What follows belongs to an exercise in optimizing a design on an open flow for small area, a short achievable clock period and few clock cycles per item; a production flow would make more cautious choices.
Function was checked by simulation only, so behaviour that the tests miss may differ from the original.
Power is estimated from default activity; no workload was simulated.

==> flow/design.v <==
module mux(R1, R2, R3, R4, R5, R6, R7, RegAddr, RegOut);
	input [15:0]R1, R2, R3, R4, R5, R6, R7;
	input [2:0]RegAddr;
	output reg [15:0]RegOut;
  always@(*)
  begin
    case(RegAddr)
      3'b001: RegOut = R1;
      3'b010: RegOut = R2;
      3'b011: RegOut = R3;
      3'b100: RegOut = R4;
      3'b101: RegOut = R5;
      3'b110: RegOut = R6;
      3'b111: RegOut = R7;
      default: RegOut = 16'd0;    
    endcase
  end
endmodule
module BancoRegistradores(clock, reset, data, address, write, R1, R2, R3, R4, R5, R6, R7);
	input clock, reset;    
	input [15:0] data;
	input write;
	input [2:0] address;
	output reg [15:0] R1, R2, R3, R4, R5, R6, R7;
	wire [15:0] d0 = data & {16{~reset}};                   
	wire [15:0] d1 = {d0[15:1], data[0] | reset};           
	wire [15:0] d2 = {d0[15:2], data[1] | reset, d0[0]};    
	wire [7:0] sel = {7'd0, write} << address;
	always @(posedge clock)
	begin
		if(reset | sel[1]) R1 <= d1;
		if(reset | sel[2]) R2 <= d1;
		if(reset | sel[3]) R3 <= d1;
		if(reset | sel[4]) R4 <= d2;
		if(reset | sel[5]) R5 <= d0;
		if(reset | sel[6]) R6 <= d1;
		if(reset | sel[7]) R7 <= d0;
	end
endmodule
module FilaInstrucao(clock, reset, inValid, inInstr, inReady, idle,
                     valid, instrOut, stall, busyNext, weNext, fastNext, dstNext, evNext);
  input clock, reset, inValid;
  input [15:0] inInstr;
  input stall;          
  input busyNext;       
  input weNext;         
  input fastNext;       
  input [2:0] dstNext;  
  input evNext;         
  output reg inReady;
  output reg idle;
  output reg valid;
  output reg [12:0] instrOut;
  wire take = ~valid | ~stall;
  wire validNext = ~take | inValid;
  wire [12:0] irNext = take ? inInstr[12:0] : instrOut;
  wire hazNext = (irNext[3:0] == 4'b0101) & weNext & ~fastNext &
                 ((irNext[9:7] == dstNext) | (irNext[6:4] == dstNext));
  wire stallNext = busyNext | hazNext;
  always @(posedge clock)
  begin
    if(reset)
    begin
      valid <= 1'b0;
      inReady <= 1'b1;
      idle <= 1'b0;       
    end
    else
    begin
      valid <= validNext;
      inReady <= ~validNext | ~stallNext;
      idle <= ~validNext & ~evNext;
    end
    if(take)
      instrOut <= inInstr[12:0];
  end
endmodule
module UnidadeFuncional(clock, reset, adv, loadValid, loadDiv, loadOp, loadDst,
                        Yin, Xin, trivial, prepA, prepRem, prepCnt,
                        busy, busyNext, weNext, fastNext, dstNext, evNext, we, fast, sum,
                        dst, result);
	input clock, reset;
	input adv, loadValid, loadDiv;
	input [1:0] loadOp;
	input [2:0] loadDst;
	input [15:0] Yin, Xin;
	input trivial;
	input [15:0] prepA, prepRem;
	input [3:0] prepCnt;
	output busy, busyNext, weNext, fastNext, evNext, we, fast;
	output [15:0] sum;
	output [2:0] dstNext;
	output reg [2:0] dst;
	output reg [15:0] result;
	localparam ADD = 3'd0, SUB = 3'd1, MUL = 3'd2, MOV = 3'd3, ITER = 3'd4;
	reg ev;
	reg [2:0] op;
	reg [3:0] cnt;
	reg [15:0] A, B, rem;
	wire isIter = (op == ITER);
	wire last = (cnt == 4'd1);
	wire done = ev & (~isIter | last);
	assign busy = ev & isIter & ~last;
	assign we = done;
	wire prep = adv & loadDiv;
	wire longDiv = loadDiv & ~trivial;
	wire [2:0] loadOpE = loadDiv ? (trivial ? MOV : ITER) : {1'b0, loadOp};
	assign evNext = adv ? loadValid : (ev & ~done);
	assign busyNext = adv ? (loadValid & longDiv) : (ev & isIter & (cnt > 4'd2));
	assign weNext = adv ? (loadValid & ~longDiv) : (ev & isIter & (cnt == 4'd2));
	assign dstNext = adv ? loadDst : dst;
	assign fast = (op[2:1] == 2'b00);
	assign fastNext = adv & ~loadDiv & ~loadOp[1];
	wire sub = op[0];
	wire [16:0] sumW = {A, 1'b1} + {B ^ {16{sub}}, sub};
	assign sum = sumW[16:1];
	wire [15:0] prod;
	multiplicador mul(A, B, prod);
	wire [16:0] t1 = {rem, A[15]};
	wire [16:0] d1 = t1 - {1'b0, B};
	wire q1 = ~d1[16];
	wire [15:0] r1 = q1 ? d1[15:0] : t1[15:0];
	wire [16:0] t2 = {r1, A[14]};
	wire [16:0] d2 = t2 - {1'b0, B};
	wire q2 = ~d2[16];
	wire [15:0] r2 = q2 ? d2[15:0] : t2[15:0];
	wire [15:0] shifted = {A[13:0], q1, q2};
	always @(*)
	begin
		case(op)
			ADD, SUB: result = sumW[16:1];
			MUL: result = prod;
			MOV: result = A;
			default: result = shifted;
		endcase
	end
	always @(posedge clock)
	begin
		if(reset)
			ev <= 1'b0;
		else
			ev <= evNext;
		if(adv)
		begin
			op <= loadOpE;
			dst <= loadDst;
			B <= Xin;
		end
		A <= prep ? prepA : (adv ? Yin : shifted);
		rem <= prep ? prepRem : r2;
		cnt <= prep ? prepCnt : cnt - 4'd1;
	end
endmodule
module multiplicador(a, b, p);
	input [15:0] a, b;
	output [15:0] p;
	wire [16:0] bx = {b, 1'b0};
	reg [15:0] row [0:8];
	reg [15:0] m;
	reg neg;
	reg [7:0] negs;
	integer k;
	always @(*)
	begin
		for(k = 0; k < 8; k = k + 1)
		begin
			case(bx[2*k +: 3])
				3'b000, 3'b111: begin m = 16'd0; neg = 1'b0; end
				3'b001, 3'b010: begin m = a; neg = 1'b0; end
				3'b011:         begin m = {a[14:0], 1'b0}; neg = 1'b0; end
				3'b100:         begin m = ~{a[14:0], 1'b0}; neg = 1'b1; end
				default:        begin m = ~a; neg = 1'b1; end
			endcase
			row[k] = m << (2*k);
			negs[k] = neg;
		end
		for(k = 1; k < 8; k = k + 1)
			row[k][2*k-2] = negs[k-1];
		row[8] = {1'b0, negs[7], 14'd0};
	end
	function [31:0] csa;    
		input [15:0] x, y, z;
		reg [15:0] s, c;
		begin
			s = x ^ y ^ z;
			c = (x & y) | (x & z) | (y & z);
			csa = {c[14:0], 1'b0, s};
		end
	endfunction
	wire [31:0] l1a = csa(row[0], row[1], row[2]);
	wire [31:0] l1b = csa(row[3], row[4], row[5]);
	wire [31:0] l1c = csa(row[6], row[7], row[8]);
	wire [31:0] l2a = csa(l1a[15:0], l1a[31:16], l1b[15:0]);
	wire [31:0] l2b = csa(l1b[31:16], l1c[15:0], l1c[31:16]);
	wire [31:0] l3 = csa(l2a[15:0], l2a[31:16], l2b[15:0]);
	wire [31:0] l4 = csa(l3[15:0], l3[31:16], l2b[31:16]);
	assign p = l4[15:0] + l4[31:16];
endmodule
module estacaoReserva(ir, irValid, busy, R1, R2, R3, R4, R5, R6, R7,
                      we, dst, result, fast, sum, stall, adv, newValid, newDiv, newOp, newY, newX,
                      trivial, prepA, prepRem, prepCnt);
   input [12:0] ir;
   input irValid, busy;
   input [15:0] R1, R2, R3, R4, R5, R6, R7;
   input we;
   input [2:0] dst;
   input [15:0] result;
   input fast;           
   input [15:0] sum;     
   output stall, adv, newValid, newDiv;
   output [1:0] newOp;
   output [15:0] newY, newX;
   output trivial;
   output reg [15:0] prepA, prepRem;
   output reg [3:0] prepCnt;
   wire [2:0] rz = ir[12:10];
   wire [2:0] ry = ir[9:7];
   wire [2:0] rx = ir[6:4];
   wire [3:0] opc = ir[3:0];
   wire isArith = (opc == 4'b0000 || opc == 4'b0001 || opc == 4'b0100 || opc == 4'b0101);
   wire [15:0] regY, regX;
   mux SelecRy(R1, R2, R3, R4, R5, R6, R7, ry, regY);
   mux SelecRx(R1, R2, R3, R4, R5, R6, R7, rx, regX);
   wire fwdY = we & (dst == ry);
   wire fwdX = we & (dst == rx);
   assign newY = fwdY ? result : regY;
   assign newX = fwdX ? result : regX;
   assign newValid = isArith & (rz != 3'd0);
   assign newDiv = (opc == 4'b0101);
   assign newOp = {opc[2], opc[0]};    
   assign stall = busy | (newDiv & (fwdY | fwdX) & ~fast);
   assign adv = irValid & ~stall;
   wire [15:0] y = fwdY ? sum : regY;
   wire [15:0] x = fwdX ? sum : regX;
   wire xz = (x == 16'd0);
   wire x1 = (x == 16'd1);
   wire lt0 = (y < x);
   wire lt1 = x[15] | (y[15:1] < x[14:0]);    
   wire lt4 = (x[15:12] != 4'd0) | (y[15:4] < x[11:0]);
   wire lt8 = (x[15:8] != 8'd0) | (y[15:8] < x[7:0]);
   wire lt12 = (x[15:4] != 12'd0) | (y[15:12] < x[3:0]);
   assign trivial = xz | x1 | lt1;
   always @(*)
   begin
      if(trivial)
      begin
         prepA = xz ? 16'hFFFF : (x1 ? y : {15'd0, ~lt0});
         prepRem = 16'd0;
         prepCnt = 4'd0;
      end
      else if(lt4)
      begin
         prepA = {y[3:0], 12'd0};
         prepRem = {4'd0, y[15:4]};
         prepCnt = 4'd2;
      end
      else if(lt8)
      begin
         prepA = {y[7:0], 8'd0};
         prepRem = {8'd0, y[15:8]};
         prepCnt = 4'd4;
      end
      else if(lt12)
      begin
         prepA = {y[11:0], 4'd0};
         prepRem = {12'd0, y[15:12]};
         prepCnt = 4'd6;
      end
      else
      begin
         prepA = y;
         prepRem = 16'd0;
         prepCnt = 4'd8;
      end
   end
endmodule
module CDB(clock, reset, instr_valid, instr, instr_ready, idle,
           R1, R2, R3, R4, R5, R6, R7);
  input clock, reset, instr_valid;
  input [15:0] instr;
  output instr_ready, idle;
  output [15:0] R1, R2, R3, R4, R5, R6, R7;
  wire        irValid;
  wire [12:0] ir;
  wire        busy, busyNext, weNext, fastNext, evNext, fast;
  wire [15:0] sum;
  wire [2:0]  dstNext;
  wire        stall, adv, newValid, newDiv;
  wire [1:0]  newOp;
  wire [15:0] newY, newX;
  wire        trivial;
  wire [15:0] prepA, prepRem;
  wire [3:0]  prepCnt;
  wire        we;
  wire [2:0]  dst;
  wire [15:0] result;
  FilaInstrucao fila(clock, reset, instr_valid, instr, instr_ready, idle,
                     irValid, ir, stall, busyNext, weNext, fastNext, dstNext, evNext);
  estacaoReserva operandos(ir, irValid, busy, R1, R2, R3, R4, R5, R6, R7,
                           we, dst, result, fast, sum, stall, adv, newValid, newDiv, newOp, newY, newX,
                           trivial, prepA, prepRem, prepCnt);
  UnidadeFuncional uf(clock, reset, adv, newValid, newDiv, newOp, ir[12:10],
                      newY, newX, trivial, prepA, prepRem, prepCnt,
                      busy, busyNext, weNext, fastNext, dstNext, evNext, we, fast, sum,
                      dst, result);
  reg resetRF;
  always @(posedge clock)
    resetRF <= reset;
  BancoRegistradores banco(clock, resetRF, result, dst, we,
                           R1, R2, R3, R4, R5, R6, R7);
endmodule
module pratica3(clock, reset, instr_valid, instr, instr_ready, idle,
                R1, R2, R3, R4, R5, R6, R7);
	input clock, reset;
	input instr_valid;
	input [15:0] instr;
	output instr_ready, idle;
	output [15:0] R1, R2, R3, R4, R5, R6, R7;
	CDB cdb(clock, reset, instr_valid, instr, instr_ready, idle,
	        R1, R2, R3, R4, R5, R6, R7);
endmodule
export LEC_CHECK = 0
export CAP_MARGIN = 20
export CORE_MARGIN = 2
export CORE_UTILIZATION = 65
export SLEW_MARGIN = 20
export TNS_END_PERCENT = 0
create_clock -name core_clock -period 33.0 [get_ports {clock}]
standard.sh (not shown) runs the stock make flow with config.mk's settings and CLKGATE_MAP_FILE= SYNTH_SCRIPT=/design/flow/synth_recipe.tcl, a recipe that flattens the netlist after the stock synthesis.
==> flow/flow/run.sh <==
#!/bin/bash
# The standard layout with three changes:
#  - ABC maps the logic with delay-targeted area recovery (map -D, then
#    buffering and gate sizing to the same target) instead of the default
#    speed script, which sizes every path for minimum delay;
#  - the port buffers are sky130_fd_sc_hd__buf_2 cells rather than the delay
#    buffers buffer_ports picks by default;
#  - the flow's own timing repair (after floorplan, CTS and global routing)
#    aims for 25.3 ns of setup slack on the worst path only
#    (TNS_END_PERCENT 0 in config.mk), so it sizes up the few cells of the
#    area-mapped netlist's longest path instead of leaving them as mapped.
# Synthesis is otherwise ORFS's (synth_recipe.tcl, unchanged), so the
# registers and their names are the standard synthesis's. The clock, the
# input and output delays and every other constraint are the standard flow's.
set -euo pipefail
work=$PWD
rm -rf "$work/scripts"
cp -r "$FLOW_HOME/scripts" "$work/scripts"
cp "$work/flow/abc_area.script" "$work/scripts/abc_area.script"
bash standard.sh SCRIPTS_DIR="$work/scripts" ABC_AREA=1 SETUP_SLACK_MARGIN=25.3 \
  BUFFER_PORTS_ARGS="-buffer_cell sky130_fd_sc_hd__buf_2" finish > standard.log 2>&1
==> flow/flow/abc_area.script <==
strash
dch
map -D 5000 -B 0.9
topo
stime -c
buffer -c
upsize -c -D 5000
dnsize -c -D 5000
Testbench counts at the start, summed over its fixed seeds: cycles 12,652, items 12,000.
Then changed:
--- a/flow/design.v
+++ b/flow/design.v
@@ -39,5 +39,5 @@
 endmodule
 module FilaInstrucao(clock, reset, inValid, inInstr, inReady, idle,
-                     valid, instrOut, stall, busyNext, weNext, fastNext, dstNext, evNext);
+                     valid, instrOut, stall, busyNext, weNext, dstNext, evNext);
   input clock, reset, inValid;
   input [15:0] inInstr;
@@ -45,5 +45,4 @@
   input busyNext;       
   input weNext;         
-  input fastNext;       
   input [2:0] dstNext;  
   input evNext;         
@@ -55,5 +54,5 @@
   wire validNext = ~take | inValid;
   wire [12:0] irNext = take ? inInstr[12:0] : instrOut;
-  wire hazNext = (irNext[3:0] == 4'b0101) & weNext & ~fastNext &
+  wire hazNext = (irNext[3:0] == 4'b0101) & weNext &
                  ((irNext[9:7] == dstNext) | (irNext[6:4] == dstNext));
   wire stallNext = busyNext | hazNext;
@@ -78,6 +77,5 @@
 module UnidadeFuncional(clock, reset, adv, loadValid, loadDiv, loadOp, loadDst,
                         Yin, Xin, trivial, prepA, prepRem, prepCnt,
-                        busy, busyNext, weNext, fastNext, dstNext, evNext, we, fast, sum,
-                        dst, result);
+                        busy, busyNext, weNext, dstNext, evNext, we, dst, result);
 	input clock, reset;
 	input adv, loadValid, loadDiv;
@@ -88,6 +86,5 @@
 	input [15:0] prepA, prepRem;
 	input [3:0] prepCnt;
-	output busy, busyNext, weNext, fastNext, evNext, we, fast;
-	output [15:0] sum;
+	output busy, busyNext, weNext, evNext, we;
 	output [2:0] dstNext;
 	output reg [2:0] dst;
@@ -110,9 +107,6 @@
 	assign weNext = adv ? (loadValid & ~longDiv) : (ev & isIter & (cnt == 4'd2));
 	assign dstNext = adv ? loadDst : dst;
-	assign fast = (op[2:1] == 2'b00);
-	assign fastNext = adv & ~loadDiv & ~loadOp[1];
 	wire sub = op[0];
 	wire [16:0] sumW = {A, 1'b1} + {B ^ {16{sub}}, sub};
-	assign sum = sumW[16:1];
 	wire [15:0] prod;
 	multiplicador mul(A, B, prod);
@@ -198,5 +192,5 @@
 endmodule
 module estacaoReserva(ir, irValid, busy, R1, R2, R3, R4, R5, R6, R7,
-                      we, dst, result, fast, sum, stall, adv, newValid, newDiv, newOp, newY, newX,
+                      we, dst, result, stall, adv, newValid, newDiv, newOp, newY, newX,
                       trivial, prepA, prepRem, prepCnt);
    input [12:0] ir;
@@ -206,6 +200,4 @@
    input [2:0] dst;
    input [15:0] result;
-   input fast;           
-   input [15:0] sum;     
    output stall, adv, newValid, newDiv;
    output [1:0] newOp;
@@ -229,8 +221,8 @@
    assign newDiv = (opc == 4'b0101);
    assign newOp = {opc[2], opc[0]};    
-   assign stall = busy | (newDiv & (fwdY | fwdX) & ~fast);
+   assign stall = busy | (newDiv & (fwdY | fwdX));
    assign adv = irValid & ~stall;
-   wire [15:0] y = fwdY ? sum : regY;
-   wire [15:0] x = fwdX ? sum : regX;
+   wire [15:0] y = regY;
+   wire [15:0] x = regX;
    wire xz = (x == 16'd0);
    wire x1 = (x == 16'd1);
@@ -283,6 +275,5 @@
   wire        irValid;
   wire [12:0] ir;
-  wire        busy, busyNext, weNext, fastNext, evNext, fast;
-  wire [15:0] sum;
+  wire        busy, busyNext, weNext, evNext;
   wire [2:0]  dstNext;
   wire        stall, adv, newValid, newDiv;
@@ -296,12 +287,11 @@
   wire [15:0] result;
   FilaInstrucao fila(clock, reset, instr_valid, instr, instr_ready, idle,
-                     irValid, ir, stall, busyNext, weNext, fastNext, dstNext, evNext);
+                     irValid, ir, stall, busyNext, weNext, dstNext, evNext);
   estacaoReserva operandos(ir, irValid, busy, R1, R2, R3, R4, R5, R6, R7,
-                           we, dst, result, fast, sum, stall, adv, newValid, newDiv, newOp, newY, newX,
+                           we, dst, result, stall, adv, newValid, newDiv, newOp, newY, newX,
                            trivial, prepA, prepRem, prepCnt);
   UnidadeFuncional uf(clock, reset, adv, newValid, newDiv, newOp, ir[12:10],
                       newY, newX, trivial, prepA, prepRem, prepCnt,
-                      busy, busyNext, weNext, fastNext, dstNext, evNext, we, fast, sum,
-                      dst, result);
+                      busy, busyNext, weNext, dstNext, evNext, we, dst, result);
   reg resetRF;
   always @(posedge clock)
Outcome:
- worst hold slack loses 0.092 ns
- combinational power drops by about 5%
- register-to-register slack got worse by 0.27 ns
- routed wire length rises by 3.1%
- setup slack is worse by 0.015 ns
- via count is about the same
- count of clock-buffer cells in the layout rose by 1
- cell area falls by 0.53%
- cell count falls by 0.99%
- sequential cell count is unchanged
- die area decreases by 0.77%
- maximum frequency hardly moves
- power is lower by 4.1%
Testbench counts after the change, summed over its fixed seeds: cycles 12,917, items 12,000.

==> what the ideal ports hide <==
No port has a modelled driver above. Below, the same layouts with a new extraction and two added sets of constraints. Step 1 (the two cells are an assumption about what drives the block):
set clk [get_ports {clock}]
set_driving_cell -lib_cell sky130_fd_sc_hd__clkbuf_16 $clk
set_driving_cell -lib_cell sky130_fd_sc_hd__buf_2 [delete_from_list [all_inputs] $clk]
Step 2 times the ports against the registers' clock, not the clock port: input delays grow and output delays shrink by t, the midpoint of the rising clock arrivals with the driver on. Slacks: ideal ports / drivers / drivers and shift; pairs: ideal ports / drivers.
run	shift t [ns]	slack for setup (ns)	worst hold slack (ns)	worst setup path after step 2
the first run	0.498	25.289 / 25.240 / 25.045	0.571 / 0.571 / 0.571	input to register
the second run	0.497	25.274 / 25.221 / 25.100	0.479 / 0.479 / 0.479	input to register
After both steps setup and hold are still met in every run listed. For the first run, which loses most, drivers alone change the setup slack by -0.049 ns; drivers and shift together by -0.244 ns.
